From an optimization exercise on the open Yosys and OpenROAD flow, aimed at small area and a short achievable clock period; shortcuts taken in it are not production practice.

==> flow/design.v <==
`timescale 1ns / 1ps
module lab4_2( 
              input wire      mode,
              input wire[2:0] opCode,
              input wire[3:0] value,
              input clk,
              input reset,
              output reg[9:0] result,
              output reg cacheFull,
              output reg invalidOp,
              output reg overflow);
	reg [223:0] cache;
	reg [5:0]   counter;
	reg [5:0]   PN;           
	reg [3:0]   begin_PC;
	reg [9:0]   p1;           
	reg [11:0]  B3;           
	reg [6:0]   IR;           
	reg         IR2;          
	reg         last;         
	integer i, j;
	always @(posedge clk) begin
		for (i = 0; i < 32; i = i + 1)
			if (!counter[5] && counter[4:0] == i)
				cache[i*7 +: 7] <= {opCode, value};
	end
	wire [9:0] p0 = result;
	wire [2:0] op = IR[6:4];
	wire [3:0] v  = IR[3:0];
	wire is1 = op[0] & ~op[2];
	wire is2 = IR2;
	wire ar  = ~op[2];
	wire [4:0] s1, s2, s3;
	genvar k;
	generate
		for (k = 0; k < 5; k = k + 1) begin : dig
			wire a1 = p0[2*k+1], a0 = p0[2*k];
			if (k == 0) begin : d0
				assign s1[k] = (is2 & ~a1 & a0) | is1;
			end else begin : dk
				assign s1[k] = is2 & ~a1 & a0;
			end
			assign s2[k] = is2 & a1 & ~a0;
			assign s3[k] = is2 & a1 & a0;
		end
	endgenerate
	wire [10:0] B2 = {p1, 1'b0};
	wire [9:0] r0 = ({10{s1[0]}} & p1)      | ({10{s2[0]}} & B2[9:0]) | ({10{s3[0]}} & B3[9:0]);
	wire [7:0] r1 = ({8{s1[1]}}  & p1[7:0]) | ({8{s2[1]}}  & B2[7:0]) | ({8{s3[1]}}  & B3[7:0]);
	wire [5:0] r2 = ({6{s1[2]}}  & p1[5:0]) | ({6{s2[2]}}  & B2[5:0]) | ({6{s3[2]}}  & B3[5:0]);
	wire [3:0] r3 = ({4{s1[3]}}  & p1[3:0]) | ({4{s2[3]}}  & B2[3:0]) | ({4{s3[3]}}  & B3[3:0]);
	wire [1:0] r4 = ({2{s1[4]}}  & p1[1:0]) | ({2{s2[4]}}  & B2[1:0]) | ({2{s3[4]}}  & B3[1:0]);
	wire [9:0] q  = p0 & {10{~op[1]}};
	wire t0;
	wire t1;
	wire t2;
	wire t3;
	wire t4;
	wire t5;
	wire t6;
	wire t7;
	wire t8;
	wire t9;
	wire t10;
	wire t11;
	wire t12;
	wire t13;
	wire t14;
	wire t15;
	wire t16;
	wire t17;
	wire t18;
	wire t19;
	wire t20;
	wire t21;
	wire t22;
	wire t23;
	wire t24;
	wire t25;
	wire t26;
	wire t27;
	wire t28;
	wire t29;
	wire t30;
	wire t31;
	wire t32;
	wire t33;
	wire t34;
	wire t35;
	wire t36;
	wire t37;
	wire t38;
	wire t39;
	wire t40;
	wire t41;
	wire t42;
	wire t43;
	wire t44;
	wire t45;
	wire t46;
	wire t47;
	assign t0 = q[6] ^ r0[6];
	assign t1 = q[6] & r0[6];
	assign t2 = q[7] ^ r0[7] ^ r1[5];
	assign t3 = (q[7] & r0[7]) | (q[7] & r1[5]) | (r0[7] & r1[5]);
	assign t4 = q[8] ^ r0[8] ^ r1[6];
	assign t5 = (q[8] & r0[8]) | (q[8] & r1[6]) | (r0[8] & r1[6]);
	assign t6 = r2[4] ^ r3[2];
	assign t7 = r2[4] & r3[2];
	assign t8 = q[9] ^ r0[9] ^ r1[7];
	assign t9 = (q[9] & r0[9]) | (q[9] & r1[7]) | (r0[9] & r1[7]);
	assign t10 = r2[5] ^ r3[3] ^ r4[1];
	assign t11 = (r2[5] & r3[3]) | (r2[5] & r4[1]) | (r3[3] & r4[1]);
	assign t12 = v[2] ^ q[2];
	assign t13 = v[2] & q[2];
	assign t14 = v[3] ^ q[3] ^ r0[3];
	assign t15 = (v[3] & q[3]) | (v[3] & r0[3]) | (q[3] & r0[3]);
	assign t16 = q[4] ^ r0[4] ^ r1[2];
	assign t17 = (q[4] & r0[4]) | (q[4] & r1[2]) | (r0[4] & r1[2]);
	assign t18 = q[5] ^ r0[5] ^ r1[3];
	assign t19 = (q[5] & r0[5]) | (q[5] & r1[3]) | (r0[5] & r1[3]);
	assign t20 = r1[4] ^ r2[2] ^ r3[0];
	assign t21 = (r1[4] & r2[2]) | (r1[4] & r3[0]) | (r2[2] & r3[0]);
	assign t22 = r2[3] ^ r3[1] ^ t2;
	assign t23 = (r2[3] & r3[1]) | (r2[3] & t2) | (r3[1] & t2);
	assign t24 = r4[0] ^ t4 ^ t6;
	assign t25 = (r4[0] & t4) | (r4[0] & t6) | (t4 & t6);
	assign t26 = t8 ^ t10 ^ t5;
	assign t27 = (t8 & t10) | (t8 & t5) | (t10 & t5);
	assign t28 = v[0] ^ q[0];
	assign t29 = v[0] & q[0];
	assign t30 = v[1] ^ q[1] ^ r0[1];
	assign t31 = (v[1] & q[1]) | (v[1] & r0[1]) | (q[1] & r0[1]);
	assign t32 = r0[2] ^ r1[0] ^ t12;
	assign t33 = (r0[2] & r1[0]) | (r0[2] & t12) | (r1[0] & t12);
	assign t34 = r1[1] ^ t14 ^ t13;
	assign t35 = (r1[1] & t14) | (r1[1] & t13) | (t14 & t13);
	assign t36 = r2[0] ^ t16 ^ t15;
	assign t37 = (r2[0] & t16) | (r2[0] & t15) | (t16 & t15);
	assign t38 = r2[1] ^ t18 ^ t17;
	assign t39 = (r2[1] & t18) | (r2[1] & t17) | (t18 & t17);
	assign t40 = t0 ^ t20 ^ t19;
	assign t41 = (t0 & t20) | (t0 & t19) | (t20 & t19);
	assign t42 = t1 ^ t22 ^ t21;
	assign t43 = (t1 & t22) | (t1 & t21) | (t22 & t21);
	assign t44 = t3 ^ t24 ^ t23;
	assign t45 = (t3 & t24) | (t3 & t23) | (t24 & t23);
	assign t46 = t7 ^ t26 ^ t25;
	assign t47 = (t7 & t26) | (t7 & t25) | (t26 & t25);
	wire [9:0]  ra = {t46, t44, t42, t40, t38, t36, t34, t32, t30, r0[0]};
	wire [9:0]  rb = {t45, t43, t41, t39, t37, t35, t33, t31, t29, t28};
	wire [10:0] S  = ra + rb;
	wire big = (s1[1] & (|p1[9:8])) | (s2[1] & (|p1[9:7])) | (s3[1] & (|B3[11:8])) |
	           (s1[2] & (|p1[9:6])) | (s2[2] & (|p1[9:5])) | (s3[2] & (|B3[11:6])) |
	           (s1[3] & (|p1[9:4])) | (s2[3] & (|p1[9:3])) | (s3[3] & (|B3[11:4])) |
	           (s1[4] & (|p1[9:2])) | (s2[4] & (|p1[9:1])) | (s3[4] & (|B3[11:2])) |
	           (s2[0] & p1[9]) | (s3[0] & (|B3[11:10]));
	wire ovf_ar = S[10] | t9 | t11 | t27 | t47 | big;
	reg [3:0] pop;
	always @* begin
		pop = 0;
		for (j = 0; j < 10; j = j + 1) pop = pop + p0[j];
	end
	wire [9:0] rev = {p0[0], p0[1], p0[2], p0[3], p0[4], p0[5], p0[6], p0[7], p0[8], p0[9]};
	reg [9:0] n;
	reg       ovf;
	always @* begin
		if (ar) begin
			n = S[9:0]; ovf = ovf_ar;
		end else begin
			ovf = 1'b0;
			case (op[1:0])
				2'd0:    n = {6'd0, pop};
				2'd1:    n = rev;
				default: n = p0;
			endcase
		end
	end
	wire       is6    = op[2] & op[1];
	wire [3:0] nbegin = is6 ? v : begin_PC;
	wire [4:0] npc    = last ? {1'b0, nbegin} : PN[4:0];
	wire [5:0] npn    = npc + 1'b1;
	wire       nvalid = ~last | ({2'b0, nbegin} < counter);
	wire [6:0] nent   = cache[npc*7 +: 7];
	wire [5:0] cnt1   = counter + 1'b1;
	always @(posedge clk or posedge reset) begin
		if (reset) begin
			result    <= 0;
			cacheFull <= 0;
			invalidOp <= 0;
			overflow  <= 0;
			counter   <= 0;
			PN        <= 6'd1;
			begin_PC  <= 0;
			p1        <= 0;
			B3        <= 0;
			IR        <= 0;
			IR2       <= 1'b0;
			last      <= 1'b1;
		end else if (mode) begin
			result   <= n;
			overflow <= ovf;
			p1       <= p0;
			B3       <= {2'b0, p0} + {1'b0, p0, 1'b0};
			begin_PC <= nbegin;
			PN       <= npn;
			IR       <= nvalid ? nent : 7'd0;
			IR2      <= nvalid & ~nent[6] & nent[5];
			last     <= npn >= counter;
		end else begin
			if (!counter[5] && PN == cnt1) begin
				IR  <= (opCode[1:0] == 2'b11) ? 7'd0 : {opCode, value};
				IR2 <= opCode == 3'd2;
			end
			if (opCode[1:0] == 2'b11) begin
				invalidOp <= 1'b1;
			end else begin
				invalidOp <= 1'b0;
				if (counter[5]) cacheFull <= 1'b1;
				else begin
					counter <= cnt1;
					last    <= PN > counter;
				end
			end
		end
	end
endmodule
Settings: LEC_CHECK=0, CAP_MARGIN=20, CORE_MARGIN=2, CORE_UTILIZATION=40, CTS_CLUSTER_DIAMETER=100, CTS_CLUSTER_SIZE=24, SLEW_MARGIN=20; clock period 12.5 ns.
standard.sh (not shown) runs the stock make flow with config.mk's settings and CLKGATE_MAP_FILE= SYNTH_SCRIPT=/design/flow/synth_recipe.tcl, a recipe that flattens the netlist after the stock synthesis.
==> flow/flow/run.sh <==
#!/bin/bash
# Standard layout with two changes to how it is made:
#  - timing repair is asked for more setup margin than the clock period
#    needs, so it keeps shortening the worst paths;
#  - the port buffers are buf_4 cells (every port still gets its buffer).
set -euo pipefail
bash standard.sh SETUP_SLACK_MARGIN=9 \
  "BUFFER_PORTS_ARGS=-buffer_cell sky130_fd_sc_hd__buf_4" finish > standard.log 2>&1
The baseline finished with timing, DRC and antenna clean.
==> next run, changes <==
--- a/flow/design.v
+++ b/flow/design.v
@@ -18,6 +18,7 @@
 	reg [6:0]   IR;           
 	reg         IR2;          
+	reg [9:0]   p0n;          
 	reg         last;         
-	integer i, j;
+	integer i;
 	always @(posedge clk) begin
 		for (i = 0; i < 32; i = i + 1)
@@ -25,5 +26,5 @@
 				cache[i*7 +: 7] <= {opCode, value};
 	end
-	wire [9:0] p0 = result;
+	wire [9:0] p0 = ~p0n;
 	wire [2:0] op = IR[6:4];
 	wire [3:0] v  = IR[3:0];
@@ -160,5 +161,5 @@
 	always @* begin
 		pop = 0;
-		for (j = 0; j < 10; j = j + 1) pop = pop + p0[j];
+		for (i = 0; i < 10; i = i + 1) pop = pop + p0[i];
 	end
 	wire [9:0] rev = {p0[0], p0[1], p0[2], p0[3], p0[4], p0[5], p0[6], p0[7], p0[8], p0[9]};
@@ -197,7 +198,9 @@
 			IR        <= 0;
 			IR2       <= 1'b0;
+			p0n       <= 10'h3ff;
 			last      <= 1'b1;
 		end else if (mode) begin
 			result   <= n;
+			p0n      <= ~n;
 			overflow <= ovf;
 			p1       <= p0;
The changed run produced a clean layout.
Die area is higher by 1.8%.
Synthesized cell count is lower by 0.39%.
Worst hold slack degrades by 0.0045 ns.
Routed wire length is lower by 2.1%.
Synthesized area is higher by 1.9%.
Clock skew is lower by 0.016 ns.
Worst setup slack degrades by 0.33 ns.
Non-clock buffer count is lower by 4.
No run of this note included a check of the RTL's function; only the layout flow was run.

-- re-timing with driven ports --
The flow's constraints put no driver on any port. The routed layouts listed below were extracted and timed again, unchanged, in two steps. Step 1: set_driving_cell puts a clkbuf_16 on clk and a buf_2 on each other input, an assumption about the parent block. Step 2, shift: input delay + t, output delay - t, t = (earliest + latest rising clock arrival at the registers) / 2. This alone moves slack from input paths to output paths. a / b / c = ideal / step 1 / step 2; a / b = the first two.
run	t, ns	setup WS [ns]	worst register clock-pin slew, ns
the first run	0.546	8.684 / 8.636 / 8.516	0.11 / 0.11
the second run	0.558	8.359 / 8.359 / 8.359	0.10 / 0.10
After both steps every run listed still meets setup and hold. For the first run, which loses most, drivers alone change the setup slack by -0.048 ns; drivers and shift together by -0.168 ns.
